This design comes from an exercise in tuning for small area on the open sky130 flow, not from production work. Only simulation tests tie the RTL to the original design; equivalence was not proved. No activity file was given, so power comes from the tool's default toggle rates.

==> flow/design.v, too long to show whole: its modules and the start of the top module <==
// module conv_top: 1759 lines
// module cv_fa: 4 lines
// module cv_sel: 4 lines
// module cv_sel21: 3 lines
// module cv_sel2: 3 lines
// module cv_ha: 4 lines
module conv_top (
   input  logic         clk,
   input  logic         rst,
   input  logic [511:0] image,
   input  logic [71:0]  kernel,
   output logic [287:0] conv_out,
   output logic         layer_done_out
);
  // ...
==> flow/flow/run.sh <==
#!/bin/bash
# The standard layout (standard.sh, with the standard synthesis unchanged),
# with changes that only affect cell sizes:
#  - after synthesis, combinational cells that abc upsized are set back to
#    drive strength 1 (flow/downsize.tcl); the repair steps of the layout
#    upsize again where timing, slew or load need it;
#  - the port buffers that global placement inserts use buf_1;
#  - clock tree synthesis uses clkbuf_4/clkbuf_8 and adds no dummy loads.
# Each step's full output is in synth.log, downsize.log and layout.log here
# (and ORFS's per-step logs under orfs/logs).
set -e
export CTS_ARGS="-sink_clustering_enable -repair_clock_nets -dont_use_dummy_load -buf_list {sky130_fd_sc_hd__clkbuf_4 sky130_fd_sc_hd__clkbuf_8}"
export BUFFER_PORTS_ARGS="-buffer_cell sky130_fd_sc_hd__buf_1"
bash standard.sh synth > synth.log 2>&1
openroad -no_init -exit flow/downsize.tcl > downsize.log 2>&1
bash standard.sh > layout.log 2>&1
==> flow/flow/downsize.tcl <==
# Set combinational cells of the synthesized netlist to drive strength 1.
set odb orfs/results/sky130hd/conv_top/base/1_synth.odb
read_db $odb
set db [ord::get_db]
set block [ord::get_db_block]
set n 0
foreach inst [$block getInsts] {
   set m [$inst getMaster]
   set name [$m getName]
   if {[regexp {^(sky130_fd_sc_hd__([a-z0-9]+))_([0-9]+)$} $name -> base kind drive]} {
      if {$drive <= 1} continue
      if {[regexp {^(df|edf|sdf|dl|sdl|clk|conb|tap|fill|decap|diode|lpflow|probe)} $kind]} continue
      set new [$db findMaster ${base}_1]
      if {$new == "NULL" || $new == ""} continue
      $inst swapMaster $new
      incr n
   }
}
puts "downsized $n instances"
write_db $odb
==> flow/standard.sh <==
#!/bin/bash
# synth_recipe.tcl (not shown) runs the flow's synth.tcl, then flattens the netlist and writes it again
# the make line also repeats each setting of config.mk as NAME=value (left out here)
make -C /OpenROAD-flow-scripts/flow DESIGN_CONFIG=/design/flow/config.mk WORK_HOME=/design/flow/orfs CLKGATE_MAP_FILE= SYNTH_SCRIPT=/design/flow/synth_recipe.tcl "${@:-finish}"
==> flow/config.mk <==
export PLATFORM = sky130hd
export DESIGN_NAME = conv_top
export DESIGN_NICKNAME = conv_top
export VERILOG_FILES = /design/flow/design.v
export SDC_FILE = /design/flow/constraint.sdc
export NUM_CORES = 4
export LEC_CHECK = 0
export CAP_MARGIN = 20
export CORE_MARGIN = 2
export CORE_UTILIZATION = 40
export PLACE_DENSITY = 0.6
export SLEW_MARGIN = 20
export SYNTH_HIERARCHICAL = 1
export SYNTH_MINIMUM_KEEP_SIZE = 0
==> flow/constraint.sdc <==
create_clock -name core_clock -period 11.0 [get_ports {clk}]
set_input_delay 2.2000 -clock core_clock [delete_from_list [all_inputs] [get_ports {clk}]]
set_output_delay 2.2000 -clock core_clock [all_outputs]
set_load 0.01 [all_outputs]
==> metrics.log, run 1 <==
INFO  metric grt_setup_unrepaired = yes
INFO  metric vias_in_the_first_global_route = 26027
INFO  metric multi_input_combinational_cell_area = 0.01576 mm2
INFO  metric mostFrequentLayoutCells = 874 x buf_1, 428 x a222oi_1, 347 x fa_1
INFO  metric nNonClkBuffers = 1129
INFO  metric critical_path_cell_count = 27
INFO  metric outcome = finished clean
INFO  metric crit_end = ring[18]
INFO  metric ir_drop = 497.1 uV
INFO  metric final_common_cell = buf_1
INFO  metric area_growth_syn_to_layout = 31.02%
INFO  metric die-width = 244.9 um
INFO  metric cts.path.max_buffers = 3
INFO  metric netSwitchingFraction = 47.14%
INFO  metric regMostFlops = ring
INFO  metric floorplan.die_area = 0.05999 mm2
INFO  metric power.leakage = 0.01133 uW
INFO  metric drt_wl_total = 145.7 mm
INFO  metric finalNetCount = 4066
INFO  metric grt.total_usage = 47.26%
INFO  metric post-cts-setup-buffers = 0
INFO  metric dpl.hpwl = 121.7 mm
INFO  metric highest-signal-layer = met5
INFO  metric combinational_power_share = 69.2%
INFO  metric num_clock_sinks = 356
INFO  metric start_point_of_the_worst_min_delay_path = ring[263]
INFO  metric start_util = 40.32%
INFO  metric post_cts.resized_instances = 1
INFO  metric drt_first_iter_violations = 5956
INFO  metric nFillCells = 5342
INFO  metric final_cell_area = 0.03042 mm2
INFO  metric critical_path.max_stage_delay = 0.54 ns
INFO  metric timing.final.setup_violations = 0
INFO  metric ff2ff_setup_slack = 0.74 ns
INFO  metric critical_path.max_fanout = 8
INFO  metric instances_no_fill = 3854
INFO  metric largestRegisters = ring: 288 flops, s1: 19 flops, s0: 18 flops
INFO  metric detail_route.first_pass.iterations = 17
INFO  metric comb-power = 6760 uW
INFO  metric dr_wl_met2 = 59.26 mm
==> inputs of run 2 (changes only) <==
--- a/flow/config.mk
+++ b/flow/config.mk
@@ -7,7 +7,8 @@
 export LEC_CHECK = 0
 export CAP_MARGIN = 20
 export CORE_MARGIN = 2
-export CORE_UTILIZATION = 40
+export CORE_UTILIZATION = 30
+export GPL_TIMING_DRIVEN = 0
 export PLACE_DENSITY = 0.6
 export SLEW_MARGIN = 20
 export SYNTH_HIERARCHICAL = 1
==> metrics.log, run 2 <==
INFO  metric start_util = 30.12% (-10 points)
INFO  metric num_clock_sinks = 356 (unchanged)
INFO  metric finalNetCount = 3859 (-5.1%)
INFO  metric largestRegisters = ring: 288 flops, s1: 19 flops, s0: 18 flops
INFO  metric power.leakage = 0.01040 uW (-8.2%)
INFO  metric cp_data_arrival_time = 11.29 ns
INFO  metric antenna_viol_nets_final = 0
INFO  metric critical_path.max_fanout = 8 (unchanged)
INFO  metric hold_viol = 0
INFO  metric fin_crit = 10.86 ns
INFO  metric slew_viol_final = 0
INFO  metric ir_drop = 457.1 uV (-8.0%)
INFO  metric maxCapViolCount = 0
INFO  metric core-area = 0.07708 mm2
INFO  metric hold_path_class = register to register
INFO  metric synth_fp_nets = 2885
INFO  metric worstSetupEndpointType = register
INFO  metric dpl.hpwl = 100.9 mm (-17%)
INFO  metric ff2ff_path_depth = 26
INFO  metric floorplan.die_area = 0.07964 mm2 (+33%)
INFO  metric cts_hold_repair.buffers = 0
INFO  metric part_of_the_power_in_the_clock_network = 10.0%
INFO  metric power.switching = 4184 uW
INFO  metric placement.io_buffers = 874
INFO  metric grt.total_usage = 29.96% (-17 points)
INFO  metric start_point_of_the_worst_min_delay_path = ring[229]
INFO  metric drt_wl_total = 124.5 mm (-15%)
INFO  metric r2r_end = ring[39]
INFO  metric slew_headroom = 21.82%
INFO  metric power_per_cell_area = 310.8 mW/mm2
INFO  metric h-tree-depth = 2
INFO  metric route.detailed.drc = 0
INFO  metric drt_first_iter_violations = 5816 (-2.4%)
INFO  metric cts.path.max_buffers = 3 (unchanged)
INFO  metric final_core_utilization = 38.39%
INFO  metric antenna_found_initial = 34
INFO  metric timing.final.setup_violations = 0 (unchanged)
INFO  metric wire_per_inst = 31.79 um
INFO  metric finalClockSkew = 0.1172 ns
INFO  metric die-width = 282.2 um (+15%)
INFO  metric clock_latency = 0.66 ns
INFO  metric layout_worst_path_cycle_share = 98.68%
INFO  metric ys.warnings.count = 7
INFO  metric holdPathEnd = ring[237]
INFO  metric mostFrequentLayoutCells = 877 x buf_1, 428 x a222oi_1, 343 x fa_1
INFO  metric pwr-share-seq = 22.8%
INFO  metric final_common_cell = buf_1
INFO  metric top_level_ports = 875
INFO  metric criticalPathCategory = primary input to register
INFO  metric drive_gt1_share = 6.788%
INFO  metric placement_rows = 102
INFO  metric mappedNetlistArea = 0.02322 mm2
INFO  metric critical_path.reg2reg.startpoint = p2[1]
INFO  metric gp_congestion = 1.009
INFO  metric vias_in_the_first_global_route = 23451 (-9.9%)
INFO  metric global_route_wire_length_before_repair = 169.8 mm
INFO  metric globalRoute.totalOverflow = 0
INFO  metric ff2ff_setup_slack = 0.37 ns (-0.37 ns)
INFO  metric outcome = finished clean
INFO  metric overall_die_height = 282.2 um
INFO  metric critPathLaunchType = primary input
INFO  metric setup-tns-final = 0 ns
INFO  metric crit_required = 11.44 ns
INFO  metric postSynthAreaPerCell = 12.31 um2
INFO  metric synth_instances = 1886
INFO  metric regMostFlops = ring
INFO  metric detail_route.first_pass.iterations = 14 (-3)
INFO  metric clock_tree_root_buffer_cell = clkbuf_8
INFO  metric detailroute.via_count = 23892
INFO  metric tightest_slew = 1.173 ns
INFO  metric routed_via_density = 6.103
INFO  metric clk_transition_reported_paths = 0.06 ns
INFO  metric largest_net_degree_at_the_start_of_global_routing = 48
INFO  metric area_growth_syn_to_layout = 27.46%
INFO  metric grt_setup_unrepaired = no
INFO  metric netSwitchingFraction = 45.48% (-1.7 points)
INFO  metric timing.hold.worst_path_depth = 0
INFO  metric largest_register_ff_count = 288
INFO  metric p_int = 5014 uW
INFO  metric tritoncts.num_buffers = 57
INFO  metric power_total = 9198 uW
INFO  metric cts_tree = yes
INFO  metric combinational_power_share = 67.3% (-1.9 points)
INFO  metric maxClockFrequency = 92.12 MHz
[run 2: critical path, cell delays in order]
cell and delay, ns:
buf_1 0.10, or4_1 0.58, nor4_4 0.33, nand2b_1 0.23, nor2_1 0.18, a221oi_2 0.35
fa_1 0.50, fa_1 0.57, fa_1 0.44, fa_1 0.51, fa_1 0.43, fa_1 0.41
fa_1 0.38, fa_1 0.40, fa_1 0.40, fa_1 0.42, fa_1 0.41, fa_1 0.40
fa_1 0.40, fa_1 0.38, ha_1 0.20, fa_1 0.38, fa_1 0.37, ha_1 0.30
[run 2: metrics by stage]
| stage | cell area (um2) | hold slack [ns] | setup WS [ns] | std cells |
|---|---|---|---|---|
| 2_1_floorplan | 23220 | 0.3817 | 0.08533 | 1886 |
| 3_3_place_gp | 27800 | 0.3321 | -1.572 | 3800 |
| 3_5_place_dp | 28520 | 0.3329 | -1.644 | 3837 |
| 4_1_cts | 29470 | 0.2789 | 0.04520 | 3896 |
| 5_1_grt | 29580 | 0.3004 | 0.003800 | 3909 |
| 6_report | 29600 | 0.2881 | 0.1448 | 3915 |
[run 2: worst max path at each step]
stage	start	endpoint	slack, ns	cells past startpoint
after floorplan	kernel[18]	ring[32]	0.09	26
after detailed placement	kernel[21]	ring[39]	-1.64	27
after global routing	kernel[18]	ring[39]	0.004	26
after CTS	kernel[18]	ring[39]	0.05	27
after global placement	kernel[42]	ring[39]	-1.57	27
final	kernel[34]	s1[18]	0.14	24
[run 2: repair_timing]
item                                    4_1_cts  5_1_grt
resized for setup                            31       11
buffers inserted                              3        0
endpoints found under the setup margin       25       25
pin swaps                                     8        5
[run 2: area by class of cell]
class,instances,area [um2]
diodes,17,42.54
inverters,133,499.2
flip-flops and latches,356,7196
well taps,1040,1301
repair buffers,916,3812
clock buffers,57,784.5
plain buffers,6,32.53
multi-input cells,1390,15930
fillers,7830,47490
[run 2: metal layers]
layer / vias to the layer above / global-route usage, % / part of all wire [%] / routed length [um]
li1: 9757 / - / - / -
met1: 11679 / 37.71 / 37 / 45920
met2: 2127 / 45.59 / 44 / 55180
met3: 297 / 11.65 / 14 / 17480
met4: 32 / 12.47 / 4.3 / 5345
met5: - / 2.137 / 0.42 / 527
[run 2: power by group through the flow]
| stage | Sequential (uW) | Clock [uW] | Combinational (uW) |
|---|---|---|---|
| 3_3_place_gp | 2100 | 0 | 5680 |
| 4_1_cts | 2080 | 940 | 6270 |
| 3_5_place_dp | 2100 | 0 | 5760 |
| 2_1_floorplan | 2160 | 0 | 3570 |
| 5_1_grt | 2130 | 997 | 7010 |
| 6_report | 2090 | 918 | 6190 |

[what the ideal ports hide]
No port has a modelled driver above. Below, the same layouts with a new extraction and two added sets of constraints.
Step 1: set_driving_cell puts a clkbuf_16 on clk and a buf_2 on each other input, an assumption about the parent block.
Step 2 adds t to the input delays and takes it off the output delays; t is the mean of the earliest and latest rising clock arrival at the registers after step 1. Input paths then give back, and output paths get back, about the clock's delay inside the block.
Slacks: ideal / step 1 / step 2; pairs: ideal / step 1.
| run | shift t [ns] | slack for setup (ns) | cell pins on the clock port's net |
|---|---|---|---|
| run 1 | 0.695 | 0.264 / 0.291 / -0.404 | 1 |
| run 2 | 0.650 | 0.145 / 0.169 / -0.481 | 1 |
With both steps, setup timing fails in run 1 and run 2, where it was met with ideal ports. The setup slack of run 1, which loses most, moves by +0.027 ns with the drivers and by -0.668 ns with both steps.
